Context: an optimization exercise on an open-source flow, tuned for a short achievable clock period and few clock cycles. The choices shown serve that exercise and are no tape-out recipe.
No run shown here included a check of the RTL's function; only the layout flow was run.
Power and IR drop assume default switching activity.

File: flow/run.sh
#!/bin/bash
# Standard ORFS layout; timing repair aims for a tighter setup margin.
set -o pipefail
bash standard.sh finish SETUP_SLACK_MARGIN=5.5 > standard.log 2>&1
File: standard.sh
#!/bin/bash
# synth_recipe.tcl (not shown) runs the flow's synth.tcl, then flattens the netlist and writes it again
# the make line also repeats each setting of config.mk as NAME=value (left out here)
make -C /OpenROAD-flow-scripts/flow DESIGN_CONFIG=/design/flow/config.mk WORK_HOME=/design/flow/orfs CLKGATE_MAP_FILE= SYNTH_SCRIPT=/design/flow/synth_recipe.tcl "${@:-finish}"
File: config.mk
export PLATFORM = sky130hd
export DESIGN_NAME = cpu4
export DESIGN_NICKNAME = cpu4
export VERILOG_FILES = /design/flow/design.v
export SDC_FILE = /design/flow/constraint.sdc
export NUM_CORES = 4
export LEC_CHECK = 0
export CAP_MARGIN = 20
export CORE_MARGIN = 2
export CORE_UTILIZATION = 40
export SETUP_SLACK_MARGIN = 5
export SLEW_MARGIN = 20
File: constraint.sdc
create_clock -name core_clock -period 8.0 [get_ports {clk}]
set_input_delay 1.6000 -clock core_clock [delete_from_list [all_inputs] [get_ports {clk}]]
set_output_delay 1.6000 -clock core_clock [all_outputs]
set_load 0.01 [all_outputs]
File: design.v
module cpu4(input clk,
            input rst,
            output [7:0] imem_addr,
            input [15:0] imem_data,
            output [7:0] dmem_addr,
            output [15:0] dmem_wdata,
            output dmem_we,
            output dmem_re,
            input [15:0] dmem_rdata,
            output rf_we,
            output [3:0] rf_waddr,
            output [15:0] rf_wdata,
            output halted);
    genvar gi;
    reg [7:0]  pc;            
    reg [7:0]  pc1;           
    reg        halted_r;
    reg        e_valid;       
    reg        e_wr;          
    reg        e_ld;          
    reg        e_br;          
    reg        e_pred;        
    reg [5:0]  e_bt;          
    reg [3:0]  e_dst;
    reg [15:0] e_ra;          
    reg [15:0] e_rb;          
    reg [15:0] e_rd;          
    reg [15:0] e_imm;         
    reg        e_fa;          
    reg [5:0]  e_sb;          
    reg        e_cin;         
    reg [7:0]  e_redir;       
    reg [7:0]  e_redir1;      
    reg        e_re_r, e_we_r;
    reg [7:0]  e_daddr;       
    reg [15:0] e_wdata;       
    reg        w_we;
    reg [3:0]  w_addr;
    reg [15:0] w_data;
    reg [15:0] w_fwd;         
    wire [255:0] rfv;
    wire [15:0] zf;
    wire [15:0] e_a = e_fa ? w_fwd : e_ra;
    wire [15:0] e_b = ({16{e_sb[0]}} & e_rb) | ({16{e_sb[1]}} & ~e_rb) |
                      ({16{e_sb[2]}} & e_rd) | ({16{e_sb[3]}} & e_imm) |
                      ({16{e_sb[4]}} & w_fwd) | ({16{e_sb[5]}} & ~w_fwd);
    wire [16:0] sum17 = {e_a, 1'b1} + {e_b, e_cin};
    wire [15:0] alu   = sum17[16:1];
    wire [15:0] e_res = e_ld ? dmem_rdata : alu;
    wire eq   = (e_a == e_b);
    wire zero = (e_a == 16'd0);
    wire lt   = $signed(e_a) < $signed(e_b);
    wire gt   = $signed(e_a) > $signed(e_b);
    wire taken = (e_bt[0] & zero) | (e_bt[1] & ~zero) | (e_bt[2] & eq) |
                 (e_bt[3] & ~eq) | (e_bt[4] & lt) | (e_bt[5] & gt);
    wire mispredict = e_valid & e_br & (taken ^ e_pred);
    wire e_fwd = e_valid & e_wr;
    wire alu_zero = ((e_a ^ e_b) == {e_a[14:0] | e_b[14:0], e_cin});
    wire e_zero = e_ld ? (dmem_rdata == 16'd0) : alu_zero;
    generate
        for (gi = 0; gi < 16; gi = gi + 1) begin : R
            reg [15:0] q;
            reg z;
            always @(posedge clk)
                if (e_fwd && e_dst == gi) begin
                    q <= e_res;
                    z <= e_zero;
                end
            assign rfv[gi*16 +: 16] = q;
            assign zf[gi] = z;
        end
    endgenerate
    wire [3:0] op = imem_data[15:12];
    wire [3:0] rd = imem_data[11:8];
    wire [3:0] ra = imem_data[7:4];
    wire [3:0] rb = imem_data[3:0];
    wire f_ld   = (op == 4'd0);
    wire f_st   = (op == 4'd1);
    wire f_rr   = (op == 4'd2) | (op == 4'd3);
    wire f_ri   = (op == 4'd4) | (op == 4'd5);
    wire f_sub  = (op == 4'd3) | (op == 4'd5);
    wire f_halt = (op == 4'd7);
    wire f_bz   = (op == 4'd8);
    wire f_bnz  = (op == 4'd9);
    wire f_beq  = (op == 4'd13);
    wire f_bneq = (op == 4'd14);
    wire f_blt  = (op == 4'd6);
    wire f_bgt  = (op == 4'd15);
    wire f_cmp  = f_beq | f_bneq | f_blt | f_bgt;    
    wire f_br   = f_bz | f_bnz | f_cmp;
    wire f_wr   = f_ld | f_rr | f_ri;
    wire fa = e_fwd & (e_dst == ra);
    wire fb = e_fwd & (e_dst == rb);
    wire fd = e_fwd & (e_dst == rd);
    wire same = (ra == rd);
    wire back = rb[3];
    wire z_ra = fa ? e_zero : zf[ra];
    wire f_pred = (f_bz & z_ra) | (f_bnz & ~z_ra) | (f_beq & (same | back)) |
                  (f_bneq & ~same) | ((f_blt | f_bgt) & ~same & back);
    wire [15:0] rf_a = rfv[ra*16 +: 16];
    wire [15:0] rf_b = rfv[rb*16 +: 16];
    wire [15:0] rf_d = rfv[rd*16 +: 16];
    wire [15:0] sx16 = {{12{rb[3]}}, rb};
    wire b_imm = f_ri;
    wire b_rd  = f_cmp & ~fd;
    wire b_w   = (f_cmp & fd) | (~f_ri & ~f_cmp & fb & ~f_sub);
    wire b_wn  = ~f_ri & ~f_cmp & fb & f_sub;
    wire b_rb  = ~f_ri & ~f_cmp & ~fb & ~f_sub;
    wire b_rbn = ~f_ri & ~f_cmp & ~fb & f_sub;
    wire [3:0] hi   = pc1[7:4];
    wire [3:0] hi_p = hi + 4'd1;
    wire [3:0] hi_m = hi - 4'd1;
    wire [127:0] tgv, tgv1;
    generate
        for (gi = 0; gi < 16; gi = gi + 1) begin : T
            localparam integer SK = (gi >= 8) ? gi - 16 : gi;
            localparam [4:0] C1 = SK - 1;
            localparam [4:0] C2 = SK;
            wire [4:0] l1 = {1'b0, pc1[3:0]} + C1;
            wire [4:0] l2 = {1'b0, pc1[3:0]} + C2;
            wire [3:0] h1 = l1[4] ? ((SK - 1 < 0) ? hi_m : hi_p) : hi;
            wire [3:0] h2 = l2[4] ? ((SK < 0) ? hi_m : hi_p) : hi;
            assign tgv[gi*8 +: 8]  = {h1, l1[3:0]};    
            assign tgv1[gi*8 +: 8] = {h2, l2[3:0]};    
        end
    endgenerate
    wire [4:0] l3 = {1'b0, pc1[3:0]} + 5'd1;
    wire [7:0] pc2 = {l3[4] ? hi_p : hi, l3[3:0]};
    wire [7:0] pc_tgt  = tgv[rb*8 +: 8];
    wire [7:0] pc_tgt1 = tgv1[rb*8 +: 8];
    wire [7:0] pc_pred  = f_pred ? pc_tgt  : pc1;
    wire [7:0] pc_pred1 = f_pred ? pc_tgt1 : pc2;
    wire [7:0] f_redir  = f_pred ? pc1 : pc_tgt;
    wire [7:0] f_redir1 = f_pred ? pc2 : pc_tgt1;
    wire f_go = ~mispredict & ~f_halt & ~halted_r;
    always @(posedge clk) begin
        if (rst) begin
            pc <= 8'd0;
            pc1 <= 8'd1;
            halted_r <= 1'b0;
            e_valid <= 1'b0;
            e_re_r <= 1'b0;
            e_we_r <= 1'b0;
            w_we <= 1'b0;
        end else begin
            if (mispredict) begin
                pc <= e_redir;
                pc1 <= e_redir1;
            end else if (!f_halt && !halted_r) begin
                pc <= pc_pred;
                pc1 <= pc_pred1;
            end
            if (f_halt && !mispredict && !e_fwd)
                halted_r <= 1'b1;
            e_valid <= f_go;
            e_re_r <= f_go & f_ld;
            e_we_r <= f_go & f_st;
            w_we <= e_fwd;
        end
        e_wr <= f_wr;
        e_ld <= f_ld;
        e_br <= f_br;
        e_pred <= f_pred;
        e_bt <= {f_bgt, f_blt, f_bneq, f_beq, f_bnz, f_bz};
        e_dst <= rd;
        e_ra <= rf_a;
        e_rb <= rf_b;
        e_rd <= rf_d;
        e_imm <= f_sub ? ~sx16 : sx16;
        e_fa <= fa;
        e_sb <= {b_wn, b_w, b_imm, b_rd, b_rbn, b_rb};
        e_cin <= f_sub;
        e_redir <= f_redir;
        e_redir1 <= f_redir1;
        if (f_ld | f_st)
            e_daddr <= fa ? e_res[7:0] : rf_a[7:0];
        if (f_st)
            e_wdata <= fb ? e_res : rf_b;
        w_addr <= e_dst;
        w_data <= e_res;
        if (e_fwd)
            w_fwd <= e_res;
    end
    assign imem_addr = pc;
    assign dmem_addr = e_daddr;
    assign dmem_wdata = e_wdata;
    assign dmem_we = e_we_r;
    assign dmem_re = e_re_r;
    assign rf_we = w_we;
    assign rf_waddr = w_addr;
    assign rf_wdata = w_data;
    assign halted = halted_r;
endmodule
==> flow_summary.yaml, run 1 <==
logic_synthesis:
  synth.mux.area_fraction_pct: 27.3
  synth_fa_ha_area_share_pct: 3.25
  synth_area_leader_cell: "edfxtp_1"
  yosys_register_bits: 443
  syn_area_per_cell_um2: 14.4
  synthTopCellsByArea: "edfxtp_1, mux4_2, dfxtp_1"
  synthDominantCellAreaShare_pct: 40.2
  synth_fp_nets: 1712
  yosys_warnings: 1
  synth-main-ff-cell: "edfxtp_1"
  netlist_instances: 1618
  synthSimpleGateAreaFrac_pct: 6.43
  synth_compound_area_share_pct: 5.94
  synth_xor_area_share_pct: 2.74
  ys_seq_area_share_pct: 51.4
  synth_cell_types: 69
  async_flop_share_pct: 0
  syn_area_um2: 23300
  synth_edf_count: 312
  synth_top_family_by_area: "multiplexers"
die:
  dieHeight_um: 246
  core_area_um2: 57700
  dieWidth_um: 246
  die_area_um2: 60300
  start_util_pct: 40.4
  rows: 88
  ioPinCount: 90
worst_setup_path:
  r2r_slack_ns: 4.17
  required_ns: 8.50
  timing.rr.end: "pc[4]$_SDFFE_PP0P_"
  end_kind: "flop"
  r2r_cells: 17
  slowest_stage: "edfxtp_1"
  path_max_fanout: 6
  arrival_ns: 4.33
  cpPeakStageDelay_ns: 0.40
  path_delay_family: "compound AO/OA/AOI/OAI gates"
  crit_type: "reg -> reg"
  regToRegStartpoint: "w_fwd[15]$_DFFE_PP_"
  critPathLaunchType: "flop"
  cp_num_buf_inv: 5
  worstPathCellList: "mux2_4 -> a2111oi_4 -> ha_4 -> buf_6 -> xor2_4 -> nor4_2 -> nand4_1 -> buf_6 -> buf_4 -> a311oi_4 -> a211oi_4 -> buf_12 -> buf_4 -> or2_4 -> xnor2_2 -> o21ai_1 -> a22o_1"
sta:
  finalSetupTns_ns: 0
  layout_worst_path_cycle_share_pct: 47.9
  worstMarginPinSlew_ns: 0.925
  clock.fmax_ghz: 0.261
  clock_skew_ns: 0.0386
  fin_hold_ws_ns: 0.430
  relSlewSlack_pct: 38.2
  drv_slew: 0
  hold_viol: 0
  finalSetupViolations: 0
  period_minus_slack_ns: 3.83
  rsz0062_at_grt: "true"
global_route:
  gr-total-overflow: 0
  grt_start_max_net_pins: 27
  grt_antenna_before_repair: 3
  grt_usage_pct: 26.6
  grt_pass1_wl_mm: 115
  grt_pass1_vias: 16700
routing:
  wirelength_mm: 84.6
  route.vias.total: 17200
  dr.pass1.iters: 5
  wire_per_inst_um: 30.9
  drt_iter0_drc: 2029
  ant_nets: 0
  drc: 0
  viasPerCell: 6.29
place:
  portBuffers: 89
  dpl.hpwl_mm: 42.6
  place.gp.congestion: 0.876
  post_dp_cell_area_um2: 25200
  dpl.cell_count: 2377
power:
  p_per_area_nw_per_um2: 247
  ir_drop_uv: 205
  leakage_uw: 0.0116
layout:
  final_cell_area_um2: 32300
  final_cells: 2740
  drive_gt1_share_pct: 48.6
  layout.nets: 2025
  area_growth_pct: 38.3
run:
  maxCapViolCount: 0
worst_hold_path:
  min-delay-start: "e_redir1[3]$_DFF_P_"
  hold-path-cell-count: 2
  hp-class: "reg -> reg"
  hold_end: "pc1[3]$_SDFFE_PP0P_"
clock_network:
  clockBufferDepth: 3
  cts_max_level: 2
  hold_buffers: 0
  numCtsBuffers: 50
  cts.sinks: 443
  path_clk_slew_ns: 0.06
  cts_tree: "built"
  cts_root_buf: "clkbuf_16"
  clock_latency_ns: 0.61
outcome:
  status: "finished clean"
-- sequential cells by signal, summed over array words and instances, names as in the netlist, 6 cells and up --
name / cells
e_rd: 16
R.z: 16
e_redir1: 8
e_sb: 6
e_wdata: 16
pc: 8
pc1: 8
w_data: 16
e_ra: 16
e_bt: 6
R.q: 256
w_fwd: 16
e_daddr: 8
e_rb: 16
e_redir: 8
-- layout make-up --
cell class / instances / area [um2]
Timing Repair Buffer: 364 / 4910
Clock buffer: 71 / 1450
Antenna cell: 2 / 5.00
Fill cell: 4356 / 25400
Inverter: 59 / 262
Sequential cell: 443 / 12000
Tap cell: 765 / 957
Multi-Input combinational cell: 1008 / 12400
Timing Repair inverter: 5 / 46.3
Clock inverter: 23 / 186
-- per-stage QoR --
| step | worst slack (ns) | util, % | power [uW] |
|---|---|---|---|
| global placement | 2.72 | 43.7 | 4470 |
| finish | 4.17 | 55.9 | 7960 |
| global route | 4.01 | 55.9 | 8180 |
| CTS | 4.26 | 52.7 | 7400 |
| detailed placement | 2.69 | 43.7 | 4490 |
| floorplan | 4.06 | - | 3950 |
-- per-layer routing --
metal / vias up / track usage (%) / share of wire [%] / routed length, um
li1: 7057 / - / - / -
met1: 8770 / 35.0 / 37 / 31400
met2: 1129 / 42.4 / 47 / 39500
met3: 273 / 5.86 / 11 / 9560
met4: 2 / 11.3 / 5.0 / 4210
met5: - / 0 / 0.015 / 13
-- cells by family after synthesis --
| family | count (synthesis) |
|---|---|
| buffers and inverters | 178 |
| XOR/XNOR | 73 |
| AO/OA/AOI/OAI | 218 |
| adder cells (fa/ha/maj) | 60 |
| flip-flops | 443 |
| AND/OR/NAND/NOR | 318 |
| multiplexers | 328 |
-- what timing repair did --
item	CTS	global route
setup endpoints to repair	644	538
pin swaps	82	92
gates cloned	46	19
endpoints found under the hold margin	0	0
setup buffers	128	74
gates resized for setup	638	173
-- tightest hold or removal path, stage by stage, from the launching register on --
cell and delay, ns:
dfxtp_1 0.30, nand2_1 0.04, o21ai_1 0.05
-- placed cells by master, fill, tap and decap left out, types with 21 or more instances in the layout --
cell	synthesis	final
mux4_2	245	245
mux2_4	0	21
inv_1	54	44
nand3_1	32	22
buf_16	0	41
edfxtp_1	312	312
nor2_4	1	21
buf_4	1	102
xnor2_1	54	44
ha_1	59	43
dfxtp_2	0	21
buf_2	6	43
nor2_1	98	68
mux2i_1	59	44
dfxtp_1	131	102
buf_6	0	84
buf_12	0	50
a21oi_1	64	47
nand2_1	86	75
clkbuf_16	0	64
o21ai_0	56	29
-- report_power, final --
| part | leakage (uW) | switching [uW] | internal [uW] |
|---|---|---|---|
| clock network | 0.000820 | 971 | 1330 |
| registers | 0.00389 | 118 | 2840 |
| logic | 0.00693 | 1390 | 1300 |
| total | 0.0116 | 2480 | 5480 |
-- cells in the mapped netlist (18+ instances only) --
cell type and count:
nor4_1 18, nand3_1 32, mux2i_1 59, ha_1 59
xor2_1 19, inv_1 54, mux4_2 245, nand2_1 86
dfxtp_1 131, buf_1 33, clkbuf_1 79, mux2_2 24
edfxtp_1 312, o21ai_0 56, nor3_1 23, a21oi_1 64
xnor2_1 54, nor2_1 98
-- worst max-delay path by stage --
| stage | from | end | slack (ns) | cells past startpoint |
|---|---|---|---|---|
| after floorplan | imem_data[4] | pc1[4]$_SDFFE_PP0P_ | 4.06 | 11 |
| after global placement | imem_data[7] | pc1[4]$_SDFFE_PP0P_ | 2.72 | 12 |
| after detailed placement | imem_data[7] | pc1[4]$_SDFFE_PP0P_ | 2.69 | 12 |
| after CTS | e_sb[1]$_DFF_P_ | pc[3]$_SDFFE_PP0P_ | 4.26 | 14 |
| after global routing | w_fwd[15]$_DFFE_PP_ | pc[4]$_SDFFE_PP0P_ | 4.01 | 17 |
| final | w_fwd[15]$_DFFE_PP_ | pc[4]$_SDFFE_PP0P_ | 4.17 | 17 |
==> inputs of run 2 (changes only) <==
==> run.sh (new file) <==
#!/bin/bash
# synth_recipe.tcl (not shown) runs the flow's synth.tcl, then flattens the netlist and writes it again
# the make line also repeats each setting of config.mk as NAME=value (left out here)
make -C /OpenROAD-flow-scripts/flow DESIGN_CONFIG=/design/flow/config.mk WORK_HOME=/design/flow/orfs CLKGATE_MAP_FILE= SYNTH_SCRIPT=/design/flow/synth_recipe.tcl finish
removed: flow/run.sh
removed: standard.sh
==> flow_summary.yaml, run 2 <==
layout:
  final_cell_mix: "edfxtp_1, mux4_2, dfxtp_1"
  mostFrequentLayoutCell: "edfxtp_1"
  multi_input_area_um2: 11800
  fill_cells: 4679
  drive_gt1_share_pct: 37.8
  regMostFlops: "R.q"
  final_cells: 2626
  layout.nets: 1913
  largest_reg_flops: 256
  final_cell_area_um2: 29800
  area_growth_pct: 27.9
  seq_area_um2: 12000
power:
  power_uw: 7670
  ir_drop_uv: 159
  p_per_area_nw_per_um2: 257
  leakage_uw: 0.0105
logic_synthesis:
  ys_seq_area_share_pct: 51.4
  synthDominantCellAreaShare_pct: 40.2
  synth_common_cells: "edfxtp_1, mux4_2, dfxtp_1"
  async_flop_share_pct: 0
  synth_cell_types: 69
  syn_area_per_cell_um2: 14.4
  syn_area_um2: 23300
  netlist_instances: 1618
  yosysMostFrequentCell: "edfxtp_1"
  synthTopCellsByArea: "edfxtp_1, mux4_2, dfxtp_1"
  yosys_register_bits: 443
  synth_area_leader_cell: "edfxtp_1"
  yosys_warnings: 1
  synth_edf_count: 312
  synth_fp_nets: 1712
  synth-main-ff-cell: "edfxtp_1"
routing:
  route.vias.total: 16100
  wirelength_mm: 75.2
  drt_iter0_drc: 1966
  dr.pass1.iters: 5
  drc: 0
  wire_per_inst_um: 28.6
  ant_nets: 0
  viasPerCell: 6.12
place:
  dpl.hpwl_mm: 42.3
  place.gp.congestion: 0.859
  portBuffers: 89
  dpl.cell_count: 2378
  post_dp_cell_area_um2: 25100
worst_setup_path:
  required_ns: 8.50
  slowest_stage: "dfxtp_4"
  r2r_slack_ns: 4.17
  cpPeakStageDelay_ns: 0.43
  worstPathCellList: "mux2i_1 -> inv_1 -> ha_4 -> xnor2_1 -> nor4_2 -> nand4_1 -> buf_4 -> a31o_4 -> a211oi_4 -> buf_12 -> buf_8 -> nor2_1 -> o21ai_1 -> o2111ai_1 -> a311oi_1"
  regToRegStartpoint: "e_fa$_DFF_P_"
  path_max_fanout: 8
  critPathLaunchType: "flop"
  timing.rr.end: "pc[1]$_SDFFE_PP0P_"
  r2r_cells: 15
  cp_num_buf_inv: 4
  arrival_ns: 4.33
  path_delay_family: "compound AO/OA/AOI/OAI gates"
  end_kind: "flop"
  crit_type: "reg -> reg"
die:
  dieHeight_um: 246
  ioPinCount: 90
  die_area_um2: 60300
  rows: 88
  dieWidth_um: 246
  core_area_um2: 57700
  start_util_pct: 40.4
sta:
  fin_hold_ws_ns: 0.431
  rsz0062_at_grt: "true"
  period_minus_slack_ns: 3.83
  hold_viol: 0
  finalSetupViolations: 0
  clock.fmax_ghz: 0.261
  clock_skew_ns: 0.0299
  finalSetupTns_ns: 0
  drv_slew: 0
  relSlewSlack_pct: 31.8
  worstMarginPinSlew_ns: 1.02
  layout_worst_path_cycle_share_pct: 47.9
worst_hold_path:
  hp-class: "reg -> reg"
  min-delay-start: "e_redir1[5]$_DFF_P_"
  hold_end: "pc1[5]$_SDFFE_PP0P_"
  hold-path-cell-count: 2
clock_network:
  cts_root_buf: "clkbuf_16"
  clockBufferDepth: 3
  path_clk_slew_ns: 0.06
  cts_max_level: 2
  clock_latency_ns: 0.61
  cts_tree: "built"
  cts.sinks: 443
  numCtsBuffers: 49
global_route:
  gr-total-overflow: 0
  grt_pass1_wl_mm: 106
  grt_antenna_before_repair: 3
  grt_start_max_net_pins: 59
  grt_pass1_vias: 15700
  grt_usage_pct: 24.3
run:
  maxCapViolCount: 0
outcome:
  status: "finished clean"
[run 2: cell count changes in the layout (fill, tap and decap cells not counted), moves of 9 or more]
cell           previous run  this run
dfxtp_2                  21         1
nor2_1                   68        77
buf_16                   41        20
buf_6                    84        34
clkinv_2                 13         4
dlygate4sd2_1             6        65
mux2_4                   21        12
clkbuf_16                64        52
dfxtp_1                 102       123
buf_2                    43        11
buf_12                   50        23
buf_4                   102        84
[run 2: what timing repair did]
action / in CTS / in global routing
hold buffers: 0 / 0
endpoints found under the setup margin: 556 / 268
pin swaps: 68 / 42
buffers inserted: 97 / 29
cloned: 20 / 9
resized for setup: 340 / 80
[run 2: area by class of cell]
class                           count  share of cell area, %
Clock buffer                       71                   4.79
Clock inverter                     21                  0.675
Inverter                           59                  0.830
Sequential cell                   443                   40.3
Timing Repair Buffer              264                   10.5
Antenna cell                        1                0.00838
Multi-Input combinational cell   1000                   39.6
Timing Repair inverter              2                 0.0629
Tap cell                          765                   3.21
[run 2: through the flow]
| step | worst slack (ns) | util (%) |
|---|---|---|
| 5_1_grt | 4.08 | 51.7 |
| 3_3_place_gp | 2.77 | 43.5 |
| 6_report | 4.17 | 51.7 |
| 2_1_floorplan | 4.06 | - |
| 4_1_cts | 4.25 | 50.4 |
| 3_5_place_dp | 2.74 | 43.5 |
[run 2: worst max-delay path by stage]
| stage | from | endpoint | slack (ns) | depth (start not counted) |
|---|---|---|---|---|
| 2_1_floorplan | imem_data[4] | pc1[4]$_SDFFE_PP0P_ | 4.06 | 11 |
| 3_3_place_gp | imem_data[7] | pc1[4]$_SDFFE_PP0P_ | 2.77 | 12 |
| 3_5_place_dp | imem_data[7] | pc1[4]$_SDFFE_PP0P_ | 2.74 | 12 |
| 4_1_cts | e_sb[0]$_DFF_P_ | pc[5]$_SDFFE_PP0P_ | 4.25 | 14 |
| 5_1_grt | e_fa$_DFF_P_ | pc[1]$_SDFFE_PP0P_ | 4.08 | 16 |
| 6_report | e_fa$_DFF_P_ | pc[1]$_SDFFE_PP0P_ | 4.17 | 15 |
[run 2: worst register-to-register path: cells and delay by family, from the launching register on]
family | cells | cell delay [ns]
AOI/OAI and AO/OA | 5 | 1.10
xor gates and xnor gates | 1 | 0.18
adders and majority gates | 1 | 0.29
buffers and inverters | 4 | 0.71
DFF | 1 | 0.43
muxes | 1 | 0.44
and+or+nand+nor | 3 | 0.59
[run 2: power breakdown]
group / internal, uW / switching (uW) / total (uW)
Combinational: 1160 / 1280 / 2440
Sequential: 2840 / 101 / 2940
Clock: 1340 / 948 / 2280
Total: 5340 / 2330 / 7670
[run 2: logic make-up (layout without fill, tap and decap cells)]
family / count (synthesis) / in the layout / share of synthesized area (%)
AO/OA/AOI/OAI: 218 / 218 / 5.94
XOR/XNOR: 73 / 73 / 2.74
adder cells (fa/ha/maj): 60 / 60 / 3.25
buffers and inverters: 178 / 417 / 2.91
flip-flops: 443 / 443 / 51.4
multiplexers: 328 / 328 / 27.3
other: 0 / 1 / 0
AND/OR/NAND/NOR: 318 / 321 / 6.43
[run 2: per-layer routing]
metal	routed length, um	track usage, %
met1	29400	32.6
met2	35600	39.7
met3	7220	4.75
met4	2860	7.88
met5	0	0
==> inputs of run 3 (changes only) <==
--- a/design.v
+++ b/design.v
@@ -30,6 +30,10 @@
     reg [5:0]  e_sb;          
     reg        e_cin;         
-    reg [7:0]  e_redir;       
-    reg [7:0]  e_redir1;      
+    reg [7:0]  e_tgt;         
+    reg [7:0]  e_tgt1;        
+    reg [7:0]  e_fall;        
+    reg [7:0]  e_fall1;       
+    reg        e_zok;         
+    reg        e_zpre;        
     reg        e_re_r, e_we_r;
     reg [7:0]  e_daddr;       
@@ -95,6 +99,8 @@
     wire same = (ra == rd);
     wire back = rb[3];
-    wire z_ra = fa ? e_zero : zf[ra];
-    wire f_pred = (f_bz & z_ra) | (f_bnz & ~z_ra) | (f_beq & (same | back)) |
+    wire z_ok = ~fa | e_zok;
+    wire z_ra = fa ? e_zpre : zf[ra];
+    wire f_pred = (f_bz & z_ok & z_ra) | (f_bnz & ~(z_ok & z_ra)) |
+                  (f_beq & (same | back)) |
                   (f_bneq & ~same) | ((f_blt | f_bgt) & ~same & back);
     wire [15:0] rf_a = rfv[ra*16 +: 16];
@@ -102,4 +108,6 @@
     wire [15:0] rf_d = rfv[rd*16 +: 16];
     wire [15:0] sx16 = {{12{rb[3]}}, rb};
+    wire [15:0] zk = f_sub ? sx16 : (16'd0 - sx16);
+    wire f_zpre = (rf_a == zk);
     wire b_imm = f_ri;
     wire b_rd  = f_cmp & ~fd;
@@ -131,6 +139,6 @@
     wire [7:0] pc_pred  = f_pred ? pc_tgt  : pc1;
     wire [7:0] pc_pred1 = f_pred ? pc_tgt1 : pc2;
-    wire [7:0] f_redir  = f_pred ? pc1 : pc_tgt;
-    wire [7:0] f_redir1 = f_pred ? pc2 : pc_tgt1;
+    wire [7:0] e_redir  = e_pred ? e_fall : e_tgt;
+    wire [7:0] e_redir1 = e_pred ? e_fall1 : e_tgt1;
     wire f_go = ~mispredict & ~f_halt & ~halted_r;
     always @(posedge clk) begin
@@ -171,6 +179,10 @@
         e_sb <= {b_wn, b_w, b_imm, b_rd, b_rbn, b_rb};
         e_cin <= f_sub;
-        e_redir <= f_redir;
-        e_redir1 <= f_redir1;
+        e_tgt <= pc_tgt;
+        e_tgt1 <= pc_tgt1;
+        e_fall <= pc1;
+        e_fall1 <= pc2;
+        e_zok <= f_ri & ~fa;
+        e_zpre <= f_zpre;
         if (f_ld | f_st)
             e_daddr <= fa ? e_res[7:0] : rf_a[7:0];
==> flow_summary.yaml, run 3 <==
place:
  portBuffers: 89
  post_dp_cell_area_um2: 26200
  place.gp.congestion: 0.848
  dpl.hpwl_mm: 45.3
worst_setup_path:
  cpMostUsedCell: "mux4_2"
  r2r_cells: 14
  slowest_stage: "mux4_2"
  worstPathCellList: "buf_16 -> mux4_2 -> mux4_2 -> o21a_1 -> or4_4 -> nand3_4 -> buf_4 -> mux2i_1 -> nor2_1 -> o32ai_1 -> a221oi_1"
  arrival_ns: 4.31
  path_max_fanout: 6
  cp_num_cells: 11
  cpPeakStageDelay_ns: 0.52
  critPathLaunchType: "input pin"
  required_ns: 8.46
  crit_type: "in -> reg"
  cp_num_buf_inv: 2
  end_kind: "flop"
  path_delay_family: "multiplexers"
routing:
  route.vias.total: 17000
  wirelength_mm: 78.6
  drt_iter0_drc: 1850
  wire_per_inst_um: 28.4
  viasPerCell: 6.16
  drc: 0
  ant_nets: 0
  dr.pass1.iters: 5
sta:
  finalSetupViolations: 0
  period_minus_slack_ns: 3.85
  clock.fmax_ghz: 0.260
  relSlewSlack_pct: 33.2
  hold_viol: 0
  layout_worst_path_cycle_share_pct: 48.1
  clock_skew_ns: 0.0244
  worstMarginPinSlew_ns: 0.999
  rsz0062_at_grt: "true"
  drv_slew: 0
  finalSetupTns_ns: 0
layout:
  area_growth_pct: 31.5
  mostFrequentLayoutCell: "edfxtp_1"
  final_cell_mix: "edfxtp_1, mux4_2, dfxtp_1"
  multi_input_area_um2: 12700
  regMostFlops: "R.q"
  seq_area_um2: 12400
  layout.nets: 2033
  drive_gt1_share_pct: 41.2
  largest_reg_flops: 256
  fill_cells: 4788
  final_cell_area_um2: 31900
logic_synthesis:
  synth_cell_types: 76
  synth_xor_area_share_pct: 2.64
  yosys_register_bits: 461
  synth_area_leader_cell: "edfxtp_1"
  yosysMostFrequentCell: "edfxtp_1"
  synth_fa_ha_area_share_pct: 3.18
  synthTopCellsByArea: "edfxtp_1, mux4_2, dfxtp_1"
  syn_area_per_cell_um2: 14.4
  async_flop_share_pct: 0
  synthSimpleGateAreaFrac_pct: 6.70
  synth_compound_area_share_pct: 6.83
  yosys_warnings: 1
  synth-main-ff-cell: "edfxtp_1"
  netlist_instances: 1685
  synth_edf_count: 312
  syn_area_um2: 24200
  synth_top_family_by_area: "multiplexers"
  ys_seq_area_share_pct: 50.9
  synthDominantCellAreaShare_pct: 38.6
  synth_fp_nets: 1780
  synth_common_cells: "edfxtp_1, mux4_2, dfxtp_1"
  synth.mux.area_fraction_pct: 26.7
die:
  rows: 90
  core_area_um2: 60100
  ioPinCount: 90
  dieWidth_um: 250
  dieHeight_um: 250
  start_util_pct: 40.3
  die_area_um2: 62600
power:
  p_sw_uw: 2430
  swShare_pct: 30.8
  power_uw: 7900
  p_int_uw: 5470
  pwr-share-comb_pct: 31.6
  power_frac_seq_pct: 38.7
  p_per_area_nw_per_um2: 248
  ir_drop_uv: 152
  leakage_uw: 0.0113
  clkPwrFrac_pct: 29.7
global_route:
  grt_pass1_vias: 17100
  gr-total-overflow: 0
  grt_antenna_before_repair: 4
  grt_start_max_net_pins: 66
  grt_usage_pct: 24.4
  grt_pass1_wl_mm: 112
clock_network:
  clockBufferDepth: 3
  clock_latency_ns: 0.60
  cts_root_buf: "clkbuf_16"
  hold_buffers: 0
  cts_max_level: 2
  numCtsBuffers: 50
  cts.sinks: 461
  cts_tree: "built"
  path_clk_slew_ns: 0.06
worst_hold_path:
  hp-class: "reg -> reg"
  hold-path-cell-count: 0
outcome:
  status: "finished clean"
run:
  maxCapViolCount: 0
-- run 3: changes by cell type after synthesis, moves of 6 or more --
cell	before	now
a211oi_1	8	24
mux2i_1	59	66
nor3_1	23	32
inv_1	54	62
nor2_1	98	66
o31ai_1	4	11
o21a_1	4	12
nand2_1	86	70
o21ai_0	56	43
nand4_1	6	13
nor2b_1	10	16
dfxtp_1	131	149
-- run 3: cells by family after synthesis --
kind of cell,after synthesis
simple gates,319
fa+ha+maj,61
buf+inv,188
compound gates,246
mux,337
flops,461
xor+xnor,73
-- run 3: path summary, 6_finish.rpt --
path	slack, ns	to	start
hold / removal	0.49	e_fall[2]$_DFF_P_	pc1[2]$_SDFFE_PP0P_
setup reg to reg	4.35	pc[6]$_SDFFE_PP0P_	e_sb[0]$_DFF_P_
setup / recovery	4.15	pc[6]$_SDFFE_PP0P_	imem_data[4]
hold reg to reg	0.49	e_fall[2]$_DFF_P_	pc1[2]$_SDFFE_PP0P_
-- run 3: cell type report --
| type | instances | area share [%] |
|---|---|---|
| antenna | 3 | 0.0236 |
| clock buffer | 75 | 4.61 |
| clock inverter | 17 | 0.577 |
| inverter | 63 | 0.789 |
| multi-input combinational | 1039 | 39.9 |
| sequential | 461 | 38.9 |
| tap | 782 | 3.07 |
| timing repair buffer | 323 | 12.2 |
-- run 3: stage by stage --
stage	setup slack (ns)	hold WS, ns	utilization (%)	instances
after detailed placement	2.17	0.528	43.5	2457
after global routing	4.07	0.507	53.0	2763
after global placement	2.25	0.516	43.5	2457
after floorplan	3.74	0.329	-	1685
after CTS	4.22	0.535	50.9	2678
final	4.15	0.495	53.0	2763
-- run 3: routing by layer --
metal / vias to the layer above / part of all wire (%) / GRT usage [%]
met4: 0 / 4.4 / 9.62
met1: 8765 / 38 / 31.3
li1: 7243 / - / -
met3: 202 / 8.7 / 5.13
met5: - / 0 / 0
met2: 814 / 49 / 40.6
-- run 3: repair_timing --
item	in CTS	in global routing
pin swaps	66	54
setup buffers	106	77
cloned	23	5
resized for setup	354	112
endpoints found under the setup margin	521	248
-- run 3: power by group through the flow --
stage | sequential, uW | clock, uW | combinational (uW)
6_report | 3060 | 2350 | 2500
5_1_grt | 3080 | 2470 | 2630
4_1_cts | 3060 | 2380 | 2260
3_5_place_dp | 3110 | 0 | 1640
3_3_place_gp | 3100 | 0 | 1620
2_1_floorplan | 3070 | 0 | 1090
==> inputs of run 4 (changes only) <==
--- a/design.v
+++ b/design.v
@@ -14,5 +14,4 @@
     genvar gi;
     reg [7:0]  pc;            
-    reg [7:0]  pc1;           
     reg        halted_r;
     reg        e_valid;       
@@ -31,7 +30,5 @@
     reg        e_cin;         
     reg [7:0]  e_tgt;         
-    reg [7:0]  e_tgt1;        
     reg [7:0]  e_fall;        
-    reg [7:0]  e_fall1;       
     reg        e_zok;         
     reg        e_zpre;        
@@ -116,34 +113,26 @@
     wire b_rb  = ~f_ri & ~f_cmp & ~fb & ~f_sub;
     wire b_rbn = ~f_ri & ~f_cmp & ~fb & f_sub;
-    wire [3:0] hi   = pc1[7:4];
+    wire [3:0] hi   = pc[7:4];
     wire [3:0] hi_p = hi + 4'd1;
     wire [3:0] hi_m = hi - 4'd1;
-    wire [127:0] tgv, tgv1;
+    wire [127:0] tgv;
     generate
         for (gi = 0; gi < 16; gi = gi + 1) begin : T
             localparam integer SK = (gi >= 8) ? gi - 16 : gi;
-            localparam [4:0] C1 = SK - 1;
-            localparam [4:0] C2 = SK;
-            wire [4:0] l1 = {1'b0, pc1[3:0]} + C1;
-            wire [4:0] l2 = {1'b0, pc1[3:0]} + C2;
-            wire [3:0] h1 = l1[4] ? ((SK - 1 < 0) ? hi_m : hi_p) : hi;
-            wire [3:0] h2 = l2[4] ? ((SK < 0) ? hi_m : hi_p) : hi;
-            assign tgv[gi*8 +: 8]  = {h1, l1[3:0]};    
-            assign tgv1[gi*8 +: 8] = {h2, l2[3:0]};    
+            localparam [4:0] C1 = SK;
+            wire [4:0] l1 = {1'b0, pc[3:0]} + C1;
+            wire [3:0] h1 = l1[4] ? ((SK < 0) ? hi_m : hi_p) : hi;
+            assign tgv[gi*8 +: 8] = {h1, l1[3:0]};    
         end
     endgenerate
-    wire [4:0] l3 = {1'b0, pc1[3:0]} + 5'd1;
-    wire [7:0] pc2 = {l3[4] ? hi_p : hi, l3[3:0]};
+    wire [4:0] l3 = {1'b0, pc[3:0]} + 5'd1;
+    wire [7:0] pc1 = {l3[4] ? hi_p : hi, l3[3:0]};
     wire [7:0] pc_tgt  = tgv[rb*8 +: 8];
-    wire [7:0] pc_tgt1 = tgv1[rb*8 +: 8];
-    wire [7:0] pc_pred  = f_pred ? pc_tgt  : pc1;
-    wire [7:0] pc_pred1 = f_pred ? pc_tgt1 : pc2;
-    wire [7:0] e_redir  = e_pred ? e_fall : e_tgt;
-    wire [7:0] e_redir1 = e_pred ? e_fall1 : e_tgt1;
+    wire [7:0] pc_pred = f_pred ? pc_tgt : pc1;
+    wire [7:0] e_redir = e_pred ? e_fall : e_tgt;
     wire f_go = ~mispredict & ~f_halt & ~halted_r;
     always @(posedge clk) begin
         if (rst) begin
             pc <= 8'd0;
-            pc1 <= 8'd1;
             halted_r <= 1'b0;
             e_valid <= 1'b0;
@@ -154,8 +143,6 @@
             if (mispredict) begin
                 pc <= e_redir;
-                pc1 <= e_redir1;
             end else if (!f_halt && !halted_r) begin
                 pc <= pc_pred;
-                pc1 <= pc_pred1;
             end
             if (f_halt && !mispredict && !e_fwd)
@@ -180,7 +167,5 @@
         e_cin <= f_sub;
         e_tgt <= pc_tgt;
-        e_tgt1 <= pc_tgt1;
         e_fall <= pc1;
-        e_fall1 <= pc2;
         e_zok <= f_ri & ~fa;
         e_zpre <= f_zpre;
==> flow_summary.yaml, run 4 <==
routing:
  top_layer: "met5"
  met3WireLength_mm: 7.67
  drt_iter0_drc: 1987
  dr.pass1.iters: 6
  wirelength_mm: 78.2
  drc: 0
  ant_nets: 0
  viasPerCell: 6.16
  met2WireLength_mm: 37.0
  wire_per_inst_um: 29.9
  wl_met1_mm: 30.2
  route.vias.total: 16200
power:
  leakage_uw: 0.0106
  p_per_area_nw_per_um2: 242
  ir_drop_uv: 150
run:
  maxCapViolCount: 0
clock_network:
  path_clk_slew_ns: 0.06
  cts_root_buf: "clkbuf_16"
  clockBufferDepth: 3
  cts_max_level: 2
  cts_tree: "built"
  hold_buffers: 0
  clock_latency_ns: 0.59
  cts.sinks: 437
  numCtsBuffers: 46
layout:
  fill_cells: 4687
  area_growth_pct: 29.6
  drive_gt1_share_pct: 37.2
  layout.nets: 1922
  largest_reg_flops: 256
  final_cell_area_um2: 29500
  utilization_pct: 52.3
  regMostFlops: "R.q"
  final_cell_mix: "edfxtp_1, mux4_2, mux2i_1"
  mostFrequentLayoutCell: "edfxtp_1"
sta:
  rsz0062_at_grt: "true"
  fin_hold_ws_ns: 0.520
  layout_worst_path_cycle_share_pct: 45.7
  clock_skew_ns: 0.0176
  finalSetupViolations: 0
  drv_slew: 0
  hold_viol: 0
  clock.fmax_ghz: 0.273
  relSlewSlack_pct: 31.0
  finalSetupTns_ns: 0
  worstMarginPinSlew_ns: 1.03
  period_minus_slack_ns: 3.66
die:
  start_util_pct: 40.4
  dieWidth_um: 243
  ioPinCount: 90
  die_area_um2: 58900
  dieHeight_um: 243
  core_area_um2: 56400
  rows: 87
worst_setup_path:
  r2r_cells: 15
  critPathLaunchType: "input pin"
  arrival_ns: 4.12
  end_kind: "flop"
  crit_start: "imem_data[4]"
  crit_type: "in -> reg"
  required_ns: 8.46
  regToRegStartpoint: "e_sb[0]$_DFF_P_"
  path_max_fanout: 6
logic_synthesis:
  async_flop_share_pct: 0
  synthTopCellsByArea: "edfxtp_1, mux4_2, dfxtp_1"
  syn_area_um2: 22800
  ys_seq_area_share_pct: 52.1
  synth_cell_types: 75
  synth-main-ff-cell: "edfxtp_1"
  yosysMostFrequentCell: "edfxtp_1"
  synth_edf_count: 312
  syn_area_per_cell_um2: 14.4
  synthDominantCellAreaShare_pct: 41.1
  synth_area_leader_cell: "edfxtp_1"
  yosys_register_bits: 437
  netlist_instances: 1585
  yosys_warnings: 1
  synth_fp_nets: 1681
  synth_common_cells: "edfxtp_1, mux4_2, mux2i_1"
worst_hold_path:
  min-delay-start: "pc[0]$_SDFFE_PP0P_"
  hp-class: "reg -> reg"
  hold-path-cell-count: 1
global_route:
  grt_pass1_wl_mm: 113
  grt_start_max_net_pins: 65
  grt_pass1_vias: 16300
  grt_antenna_before_repair: 5
  grt_usage_pct: 26.4
  gr-total-overflow: 0
place:
  post_dp_cell_area_um2: 24900
  place.gp.congestion: 0.886
  portBuffers: 89
  dpl.hpwl_mm: 45.5
outcome:
  status: "finished clean"
run 4: changes by cell type in the layout (fill, tap and decap cells not counted), moves of 15 or more:
cell      delta
a21oi_1     -26
dfxtp_1     -30
xnor2_1     -15
a221oi_1    +27
mux2i_1     +67
mux4_2      -49
run 4: cell type report:
cell class | count | area, um2 | share of cell area, %
Antenna cell | 1 | 2.50 | 0.00848
Clock buffer | 63 | 1310 | 4.44
Clock inverter | 23 | 185 | 0.628
Inverter | 61 | 238 | 0.806
Multi-Input combinational cell | 985 | 11500 | 39.0
Sequential cell | 437 | 11900 | 40.4
Tap cell | 756 | 946 | 3.21
Timing Repair Buffer | 295 | 3410 | 11.5
run 4: cell families (layout without fill, tap and decap cells):
group / count (synthesis) / after routing / share of synthesized area [%]
AO/OA/AOI/OAI: 227 / 229 / 6.82
XOR/XNOR: 63 / 63 / 2.42
adder cells (fa/ha/maj): 62 / 62 / 3.44
buffers and inverters: 173 / 442 / 2.98
flip-flops: 437 / 437 / 52.1
multiplexers: 348 / 353 / 26.2
other: 0 / 1 / 0
AND/OR/NAND/NOR: 275 / 278 / 5.97
run 4: metal layers:
| layer | global-route usage [%] | vias up |
|---|---|---|
| li1 | - | 6800 |
| met1 | 35.6 | 8236 |
| met2 | 42.4 | 926 |
| met3 | 4.70 | 188 |
| met4 | 10.8 | 2 |
| met5 | 0 | - |
run 4: final timing paths:
path,slack [ns],end
min reg2reg,0.52,e_fall[0]$_DFF_P_
min,0.52,e_fall[0]$_DFF_P_
max,4.34,pc[4]$_SDFFE_PP0P_
max reg2reg,4.45,pc[6]$_SDFFE_PP0P_
run 4: metrics by stage:
| stage | std cells | total power (uW) | worst slack [ns] |
|---|---|---|---|
| after global placement | 2354 | 4280 | 2.87 |
| after detailed placement | 2355 | 4300 | 2.85 |
| after CTS | 2587 | 7010 | 4.42 |
| after global routing | 2621 | 7380 | 4.28 |
| final | 2621 | 7150 | 4.34 |
| after floorplan | 1585 | 3770 | 4.10 |
run 4: repair_timing:
item,in CTS,in global routing
resized for setup,326,47
pin swaps,41,29
gates cloned,26,2
setup buffers,120,31
endpoints found under the setup margin,450,235
run 4: report_power, final:
part / leakage [uW] / switching, uW / internal (uW)
registers: 0.00383 / 103 / 2770
logic: 0.00609 / 1140 / 994
clock network: 0.000707 / 903 / 1240
total: 0.0106 / 2150 / 5000
run 4: critical path, cell delays in order:
cell and delay, ns:
buf_16 0.12, mux4_2 0.52, mux4_2 0.47, o21a_1 0.14, or4_4 0.44, nand3_4 0.18, mux2i_1 0.22, nand2_1 0.09
xnor2_1 0.23, a21oi_1 0.09
==> inputs of run 5 (changes only) <==
--- a/design.v
+++ b/design.v
@@ -46,6 +46,6 @@
                       ({16{e_sb[2]}} & e_rd) | ({16{e_sb[3]}} & e_imm) |
                       ({16{e_sb[4]}} & w_fwd) | ({16{e_sb[5]}} & ~w_fwd);
-    wire [16:0] sum17 = {e_a, 1'b1} + {e_b, e_cin};
-    wire [15:0] alu   = sum17[16:1];
+    wire [15:0] alu;
+    cpu4_add16 add(.a(e_a), .b(e_b), .cin(e_cin), .s(alu));
     wire [15:0] e_res = e_ld ? dmem_rdata : alu;
     wire eq   = (e_a == e_b);
@@ -97,11 +97,17 @@
     wire back = rb[3];
     wire z_ok = ~fa | e_zok;
-    wire z_ra = fa ? e_zpre : zf[ra];
-    wire f_pred = (f_bz & z_ok & z_ra) | (f_bnz & ~(z_ok & z_ra)) |
-                  (f_beq & (same | back)) |
-                  (f_bneq & ~same) | ((f_blt | f_bgt) & ~same & back);
-    wire [15:0] rf_a = rfv[ra*16 +: 16];
-    wire [15:0] rf_b = rfv[rb*16 +: 16];
-    wire [15:0] rf_d = rfv[rd*16 +: 16];
+    wire zf_ra;
+    cpu4_mux16 #(.W(1)) zf_rd(.d(zf), .s(ra), .y(zf_ra));
+    wire st_pred = (f_beq & (same | back)) | (f_bneq & ~same) |
+                   ((f_blt | f_bgt) & ~same & back);
+    wire p_z  = f_bz | st_pred;
+    wire p_nz = f_bnz | st_pred;
+    wire f_pred;
+    cpu4_zsel zs(.z_ok(z_ok), .fa(fa), .zpre(e_zpre), .zf(zf_ra),
+                 .p_z(p_z), .p_nz(p_nz), .pred(f_pred));
+    wire [15:0] rf_a, rf_b, rf_d;
+    cpu4_mux16 #(.W(16)) rd_a(.d(rfv), .s(ra), .y(rf_a));
+    cpu4_mux16 #(.W(16)) rd_b(.d(rfv), .s(rb), .y(rf_b));
+    cpu4_mux16 #(.W(16)) rd_d(.d(rfv), .s(rd), .y(rf_d));
     wire [15:0] sx16 = {{12{rb[3]}}, rb};
     wire [15:0] zk = f_sub ? sx16 : (16'd0 - sx16);
@@ -128,11 +134,16 @@
     wire [4:0] l3 = {1'b0, pc[3:0]} + 5'd1;
     wire [7:0] pc1 = {l3[4] ? hi_p : hi, l3[3:0]};
-    wire [7:0] pc_tgt  = tgv[rb*8 +: 8];
-    wire [7:0] pc_pred = f_pred ? pc_tgt : pc1;
+    wire [7:0] pc_tgt;
+    cpu4_mux16 #(.W(8)) tg(.d(tgv), .s(rb), .y(pc_tgt));
     wire [7:0] e_redir = e_pred ? e_fall : e_tgt;
+    wire [7:0] pc_d;
+    cpu4_pcmux pm(.rst(rst), .misp(mispredict), .hold(f_halt | halted_r),
+                  .sel(f_pred), .redir(e_redir), .pc(pc), .tgt(pc_tgt),
+                  .pc1(pc1), .d(pc_d));
+    always @(posedge clk)
+        pc <= pc_d;
     wire f_go = ~mispredict & ~f_halt & ~halted_r;
     always @(posedge clk) begin
         if (rst) begin
-            pc <= 8'd0;
             halted_r <= 1'b0;
             e_valid <= 1'b0;
@@ -141,9 +152,4 @@
             w_we <= 1'b0;
         end else begin
-            if (mispredict) begin
-                pc <= e_redir;
-            end else if (!f_halt && !halted_r) begin
-                pc <= pc_pred;
-            end
             if (f_halt && !mispredict && !e_fwd)
                 halted_r <= 1'b1;
@@ -189,2 +195,36 @@
     assign halted = halted_r;
 endmodule
+module cpu4_mux16 #(parameter W = 16)
+                  (input [16*W-1:0] d,
+                   input [3:0] s,
+                   output [W-1:0] y);
+    assign y = d[s*W +: W];
+endmodule
+module cpu4_add16(input [15:0] a,
+                  input [15:0] b,
+                  input cin,
+                  output [15:0] s);
+    wire [16:0] t = {a, 1'b1} + {b, cin};
+    assign s = t[16:1];
+endmodule
+module cpu4_zsel(input z_ok,
+                 input fa,
+                 input zpre,
+                 input zf,
+                 input p_z,
+                 input p_nz,
+                 output pred);
+    wire z = z_ok & (fa ? zpre : zf);
+    assign pred = z ? p_z : p_nz;
+endmodule
+module cpu4_pcmux(input rst,
+                  input misp,
+                  input hold,
+                  input sel,
+                  input [7:0] redir,
+                  input [7:0] pc,
+                  input [7:0] tgt,
+                  input [7:0] pc1,
+                  output [7:0] d);
+    assign d = rst ? 8'd0 : misp ? redir : hold ? pc : sel ? tgt : pc1;
+endmodule
--- a/config.mk
+++ b/config.mk
@@ -11,2 +11,4 @@
 export SETUP_SLACK_MARGIN = 5
 export SLEW_MARGIN = 20
+export SYNTH_HIERARCHICAL = 1
+export SYNTH_MINIMUM_KEEP_SIZE = 0
==> flow_summary.yaml, run 5 <==
worst_setup_path:
  regToRegStartpoint: "e_imm[14]$_DFF_P_"
  critPathLaunchType: "flop"
  path_max_fanout: 8
  required_ns: 8.51
  crit_type: "reg -> reg"
  r2r_cells: 13
  arrival_ns: 4.29
  end_kind: "flop"
  crit_start: "e_imm[14]$_DFF_P_"
layout:
  fill_cells: 4977
  regMostFlops: "R.q"
  drive_gt1_share_pct: 35.6
  largest_reg_flops: 256
  area_growth_pct: 22.9
  layout.nets: 1970
  final_cell_area_um2: 30000
  final_cell_mix: "edfxtp_1, mux4_2, dfxtp_1"
  mostFrequentLayoutCell: "edfxtp_1"
  utilization_pct: 49.6
place:
  dpl.hpwl_mm: 45.5
  portBuffers: 89
  post_dp_cell_area_um2: 25900
  place.gp.congestion: 0.856
sta:
  finalSetupTns_ns: 0
  clock.fmax_ghz: 0.264
  rsz0062_at_grt: "true"
  clock_skew_ns: 0.0298
  drv_slew: 0
  relSlewSlack_pct: 38.7
  finalSetupViolations: 0
  hold_viol: 0
  layout_worst_path_cycle_share_pct: 47.4
  worstMarginPinSlew_ns: 0.914
  period_minus_slack_ns: 3.79
logic_synthesis:
  synth_edf_count: 312
  synth_common_cells: "edfxtp_1, mux4_2, dfxtp_1"
  syn_area_um2: 24400
  synth-main-ff-cell: "edfxtp_1"
  yosysMostFrequentCell: "edfxtp_1"
  synth_cell_types: 74
  async_flop_share_pct: 0
  netlist_instances: 1706
  synth_area_leader_cell: "edfxtp_1"
  synth_fp_nets: 1801
  synthDominantCellAreaShare_pct: 38.4
  yosys_warnings: 7
  syn_area_per_cell_um2: 14.3
  yosys_register_bits: 437
  ys_seq_area_share_pct: 48.7
  synthTopCellsByArea: "edfxtp_1, mux4_2, dfxtp_1"
die:
  dieWidth_um: 251
  ioPinCount: 90
  core_area_um2: 60400
  start_util_pct: 40.4
  die_area_um2: 62900
  rows: 90
  dieHeight_um: 251
global_route:
  grt_start_max_net_pins: 68
  grt_pass1_vias: 16600
  grt_use_met1_pct: 30.5
  grt_pass1_wl_mm: 109
  grt_util_met3_pct: 3.85
  busiest_layer: "met2"
  groute.layer.met2.usage_pct: 40.0
  grt_antenna_before_repair: 3
  grt_usage_pct: 23.5
  gr-total-overflow: 0
routing:
  wire_per_inst_um: 27.8
  viasPerCell: 6.07
  drt_iter0_drc: 1763
  wirelength_mm: 75.0
  ant_nets: 0
  dr.pass1.iters: 5
  drc: 0
  route.vias.total: 16400
power:
  ir_drop_uv: 133
  p_per_area_nw_per_um2: 240
  leakage_uw: 0.0108
  power_uw: 7190
worst_hold_path:
  min-delay-start: "e_dst[0]$_DFF_P_"
  hold-path-cell-count: 0
  hp-class: "reg -> reg"
clock_network:
  clockBufferDepth: 3
  cts_tree: "built"
  path_clk_slew_ns: 0.06
  numCtsBuffers: 49
  cts_root_buf: "clkbuf_16"
  clock_latency_ns: 0.61
  hold_buffers: 0
  cts_max_level: 2
  cts.sinks: 437
run:
  maxCapViolCount: 0
outcome:
  status: "finished clean"
run 5: cell count changes in the layout (fill, tap and decap cells not counted), sizes merged, moves of 32 or more:
| cell | previous run | this run |
|---|---|---|
| a22oi | 21 | 115 |
| buf | 210 | 151 |
| mux2i | 129 | 75 |
| nand2 | 63 | 115 |
| xnor2 | 33 | 68 |
| a221oi | 34 | 2 |
run 5: path summary, 6_finish.rpt:
| path | end | slack [ns] |
|---|---|---|
| worst max register to register | pc[5]$_DFF_P_ | 4.21 |
| worst max-delay path | pc[5]$_DFF_P_ | 4.21 |
| worst min register to register | w_addr[0]$_DFF_P_ | 0.47 |
| worst min-delay path | w_addr[0]$_DFF_P_ | 0.47 |
run 5: layout make-up:
| cell class | instances | area, um2 | area share [%] |
|---|---|---|---|
| diodes | 2 | 5.00 | 0.0167 |
| clock buffers | 71 | 1460 | 4.88 |
| clock inverters | 20 | 194 | 0.647 |
| inverters | 75 | 303 | 1.01 |
| multi-input cells | 1075 | 12500 | 41.7 |
| flip-flops and latches | 437 | 11900 | 39.8 |
| well taps | 782 | 978 | 3.27 |
| repair buffers | 237 | 2590 | 8.65 |
run 5: metrics by stage:
step	setup slack [ns]	std cells	hold slack, ns
2_1_floorplan	4.32	1706	0.329
3_3_place_gp	3.09	2487	0.468
3_5_place_dp	3.01	2488	0.465
4_1_cts	4.29	2667	0.474
5_1_grt	4.14	2698	0.507
6_report	4.21	2699	0.465
run 5: power by group:
part | internal (uW) | switching [uW] | total [uW] | leakage [uW]
clock | 1340 | 949 | 2290 | 0.000809
sequential | 2790 | 95.7 | 2880 | 0.00391
combinational | 886 | 1130 | 2020 | 0.00613
run 5: what timing repair did:
item                                    CTS  global route
endpoints found under the setup margin  497           317
cloned                                   12             2
pin swaps                                40            21
gates resized for setup                 319            74
buffers inserted                         76            27
run 5: worst max-delay path, stage by stage, from the launching register on:
cell and delay [ns]:
dfxtp_2 0.36, and2_4 0.23, a21oi_1 0.07, and3_4 0.21, ha_1 0.38, nor3b_1 0.08, o31ai_1 0.29, a311oi_1 0.16
or4_1 0.58, o22ai_4 0.20, mux2i_4 0.33, mux2i_4 0.12, or3_4 0.47, o221ai_2 0.21
run 5: per-layer routing:
layer  routed length (um)  vias to the layer above
li1                     -                     7124
met1                29600                     8383
met2                37300                      715
met3                 5440                      163
met4                 2650                        0
met5                    0                        -
run 5: modules after synthesis, one instance, submodules excluded, a selection:
module | flip-flops and latches | cells
cpu4 | 437 | 1081
cpu4_add16 | 0 | 95
cpu4_pcmux | 0 | 39
cpu4_zsel | 0 | 3
run 5: logic make-up (layout without fill, tap and decap cells):
group,count (synthesis),after routing,synth area share (%)
other,0,2,0
and+or+nand+nor,321,322,6.74
muxes,336,337,26.5
xor gates and xnor gates,111,111,3.99
AOI/OAI and AO/OA,244,244,6.96
buffers and inverters,196,403,3.99
adders and majority gates,61,61,3.16
DFF,437,437,48.7
==> inputs of run 6 (changes only) <==
--- a/design.v
+++ b/design.v
@@ -27,4 +27,5 @@
     reg [15:0] e_imm;         
     reg        e_fa;          
+    reg [3:0]  e_cs;          
     reg [5:0]  e_sb;          
     reg        e_cin;         
@@ -49,10 +50,9 @@
     cpu4_add16 add(.a(e_a), .b(e_b), .cin(e_cin), .s(alu));
     wire [15:0] e_res = e_ld ? dmem_rdata : alu;
-    wire eq   = (e_a == e_b);
-    wire zero = (e_a == 16'd0);
-    wire lt   = $signed(e_a) < $signed(e_b);
-    wire gt   = $signed(e_a) > $signed(e_b);
-    wire taken = (e_bt[0] & zero) | (e_bt[1] & ~zero) | (e_bt[2] & eq) |
-                 (e_bt[3] & ~eq) | (e_bt[4] & lt) | (e_bt[5] & gt);
+    wire t0, t1, t2;
+    cpu4_brcmp c0(.bt(e_bt), .x(e_ra), .y(e_rd), .taken(t0));
+    cpu4_brcmp c1(.bt(e_bt), .x(w_fwd), .y(e_rd), .taken(t1));
+    cpu4_brcmp c2(.bt(e_bt), .x(e_ra), .y(w_fwd), .taken(t2));
+    wire taken = (e_cs[0] & t0) | (e_cs[1] & t1) | (e_cs[2] & t2) | e_cs[3];
     wire mispredict = e_valid & e_br & (taken ^ e_pred);
     wire e_fwd = e_valid & e_wr;
@@ -170,4 +170,6 @@
         e_imm <= f_sub ? ~sx16 : sx16;
         e_fa <= fa;
+        e_cs <= {f_cmp & fa & fd & f_beq, f_cmp & ~fa & fd,
+                 fa & ~(f_cmp & fd), ~fa & ~(f_cmp & fd)};
         e_sb <= {b_wn, b_w, b_imm, b_rd, b_rbn, b_rb};
         e_cin <= f_sub;
@@ -229,2 +231,13 @@
     assign d = rst ? 8'd0 : misp ? redir : hold ? pc : sel ? tgt : pc1;
 endmodule
+module cpu4_brcmp(input [5:0] bt,
+                  input [15:0] x,
+                  input [15:0] y,
+                  output taken);
+    wire eq   = (x == y);
+    wire zero = (x == 16'd0);
+    wire lt   = $signed(x) < $signed(y);
+    wire gt   = $signed(x) > $signed(y);
+    assign taken = (bt[0] & zero) | (bt[1] & ~zero) | (bt[2] & eq) |
+                   (bt[3] & ~eq) | (bt[4] & lt) | (bt[5] & gt);
+endmodule
==> flow_summary.yaml, run 6 <==
outcome:
  status: "finished clean"
clock_network:
  cts.sinks: 441
  cts_root_buf: "clkbuf_16"
  numCtsBuffers: 49
  cts_max_level: 2
  cts_tree: "built"
  clock_latency_ns: 0.61
  clockBufferDepth: 3
  path_clk_slew_ns: 0.06
  hold_buffers: 0
layout:
  fill_cells: 5373
  seq_area_um2: 12000
  multi_input_area_um2: 13300
  utilization_pct: 50.3
  final_cells: 2932
  final_cell_mix: "edfxtp_1, mux4_2, nand2_1"
  drive_gt1_share_pct: 33.3
  regMostFlops: "R.q"
  largest_reg_flops: 256
  mostFrequentLayoutCell: "edfxtp_1"
  area_growth_pct: 24.4
  layout.nets: 2172
place:
  dpl.cell_count: 2692
  post-place-ws_ns: 3.29
  dpl.hpwl_mm: 50.3
  portBuffers: 89
  place.gp.congestion: 0.891
die:
  rows: 92
  dieWidth_um: 256
  core_area_um2: 63000
  die_area_um2: 65700
  ioPinCount: 90
  dieHeight_um: 256
  start_util_pct: 40.4
worst_setup_path:
  critPathLaunchType: "flop"
  crit_type: "reg -> reg"
  required_ns: 8.52
  end_kind: "flop"
  path_max_fanout: 8
  arrival_ns: 4.11
worst_hold_path:
  hp-class: "reg -> reg"
global_route:
  gr-total-overflow: 0
  grt_pass1_vias: 18100
  grt_start_max_net_pins: 68
  grt_pass1_wl_mm: 118
  grt_antenna_before_repair: 3
  grt_usage_pct: 24.4
routing:
  drc: 0
  ant_nets: 0
  dr.pass1.iters: 8
  drt_iter0_drc: 1743
  wirelength_mm: 82.3
  route.vias.total: 17900
  wire_per_inst_um: 28.1
  viasPerCell: 6.11
run:
  maxCapViolCount: 0
logic_synthesis:
  async_flop_share_pct: 0
  syn_area_per_cell_um2: 13.8
  synthDominantCellAreaShare_pct: 36.8
  synth_edf_count: 312
  synth_fp_nets: 1976
  syn_area_um2: 25500
  yosys_warnings: 7
  synth_common_cells: "edfxtp_1, mux4_2, nand2_1"
  synth_cell_types: 68
  yosysMostFrequentCell: "edfxtp_1"
  ys_seq_area_share_pct: 46.9
  yosys_register_bits: 441
  netlist_instances: 1848
  synth-main-ff-cell: "edfxtp_1"
  synthTopCellsByArea: "edfxtp_1, mux4_2, dfxtp_1"
  synth_area_leader_cell: "edfxtp_1"
sta:
  clock.fmax_ghz: 0.278
  rsz0062_at_grt: "true"
  setup_slack_ns: 4.41
  relSlewSlack_pct: 28.3
  layout_worst_path_cycle_share_pct: 44.9
  drv_slew: 0
  hold_viol: 0
  worstMarginPinSlew_ns: 1.07
  clock_skew_ns: 0.0177
  finalSetupViolations: 0
  period_minus_slack_ns: 3.59
  finalSetupTns_ns: 0
power:
  p_per_area_nw_per_um2: 244
  leakage_uw: 0.0118
  ir_drop_uv: 147
run 6: changes by cell type after synthesis, sizes merged, moves of 9 or more:
| cell | before | now |
|---|---|---|
| buf | 63 | 74 |
| and3 | 6 | 17 |
| clkbuf | 55 | 46 |
| inv | 74 | 112 |
| ha | 60 | 93 |
| nor4 | 16 | 30 |
| a21oi | 50 | 63 |
| nand2 | 115 | 135 |
run 6: layer usage:
layer | up-vias | GRT usage [%] | part of all wire [%]
li1 | 7672 | - | -
met1 | 9172 | 30.1 | 38
met2 | 855 | 42.7 | 50
met3 | 228 | 4.13 | 7.4
met4 | 0 | 9.23 | 4.4
met5 | - | 0 | 0
run 6: report_power, final:
| part | internal, uW | total (uW) | switching, uW | leakage, uW |
|---|---|---|---|---|
| Clock | 1360 | 2330 | 968 | 0.000815 |
| Sequential | 2790 | 2900 | 104 | 0.00394 |
| Combinational | 1220 | 2510 | 1290 | 0.00708 |
| Total | 5370 | 7730 | 2360 | 0.0118 |
run 6: modules after synthesis (local to each module, per instance), a selection:
module      cell area [um2]  flops+latches
cpu4                  15900            441
cpu4_add16              724              0
cpu4_brcmp              488              0
cpu4_pcmux              338              0
cpu4_zsel              30.0              0
run 6: critical path, stage by stage (launching register included):
cell	delay (ns)
dfxtp_1	0.52
ha_1	0.33
nand4_1	0.17
nor2_1	0.08
a221o_1	0.38
o31a_1	0.31
o211ai_1	0.20
or3b_4	0.41
a21oi_2	0.15
nand3b_1	0.09
and4b_4	0.23
or3_4	0.43
o221ai_2	0.22
run 6: area by class of cell:
type | count | share of cell area, %
inverters | 113 | 1.43
multi-input cells | 1174 | 41.9
well taps | 846 | 3.34
diodes | 1 | 0.00790
clock buffers | 61 | 4.24
clock inverters | 31 | 0.960
repair buffers | 265 | 10.1
flip-flops and latches | 441 | 37.9
run 6: kinds of logic after synthesis:
kind of cell	share of synthesized area, %
multiplexers	25.5
adder cells (fa/ha/maj)	4.65
AND/OR/NAND/NOR	7.25
AO/OA/AOI/OAI	7.23
flip-flops	46.9
XOR/XNOR	3.87
buffers and inverters	4.60
run 6: what timing repair did:
| action | in CTS | in global routing |
|---|---|---|
| pin swaps | 50 | 25 |
| setup buffers | 89 | 27 |
| cloned | 24 | 7 |
| setup endpoints to repair | 559 | 316 |
| gates resized for setup | 325 | 83 |
run 6: path summary, 6_finish.rpt:
check | start | endpoint | slack, ns | depth (start not counted)
setup / recovery | e_ra[11]$_DFF_P_ | pc[0]$_DFF_P_ | 4.41 | 12
hold / removal | e_dst[1]$_DFF_P_ | w_addr[1]$_DFF_P_ | 0.48 | 0
setup reg to reg | e_ra[11]$_DFF_P_ | pc[0]$_DFF_P_ | 4.41 | 12
hold reg to reg | e_dst[1]$_DFF_P_ | w_addr[1]$_DFF_P_ | 0.48 | 0
run 6: through the flow:
step                hold slack, ns  area [um2]  power [uW]
finish                       0.484       31700        7730
global placement             0.476       27000        4560
global route                 0.507       31700        8010
detailed placement           0.471       27000        4610
CTS                          0.480       30900        7490
floorplan                    0.326       25700        4010

==> separate check: timing with driven ports <==
The results above use ideal ports. As a check the final layouts listed here were re-extracted and re-timed, cells and wires unchanged. Step 1 assumes that a clkbuf_16 drives the clock port and a buf_2 every other input. Step 2 moves the port delays by t, midway between the first and last clock arrival at a register: inputs arrive t later, outputs are due t later. That takes back most of the time a late clock gives input paths. a / b / c = no drivers / after step 1 / after step 2; a / b = the first two.
| run | shift t [ns] | setup WS [ns] | slew at the worst register clock pin (ns) |
|---|---|---|---|
| run 1 | 0.659 | 4.168 / 4.168 / 3.509 | 0.06 / 0.06 |
| run 2 | 0.653 | 4.167 / 4.167 / 3.523 | 0.07 / 0.07 |
| run 3 | 0.651 | 4.154 / 3.981 / 3.330 | 0.06 / 0.06 |
| run 4 | 0.636 | 4.343 / 4.189 / 3.553 | 0.07 / 0.07 |
| run 5 | 0.651 | 4.212 / 4.212 / 4.018 | 0.06 / 0.06 |
| run 6 | 0.661 | 4.408 / 4.408 / 3.892 | 0.06 / 0.06 |
After both steps every run listed still meets setup and hold. For run 3, which loses most, drivers alone change the setup slack by -0.173 ns; drivers and shift together by -0.824 ns.
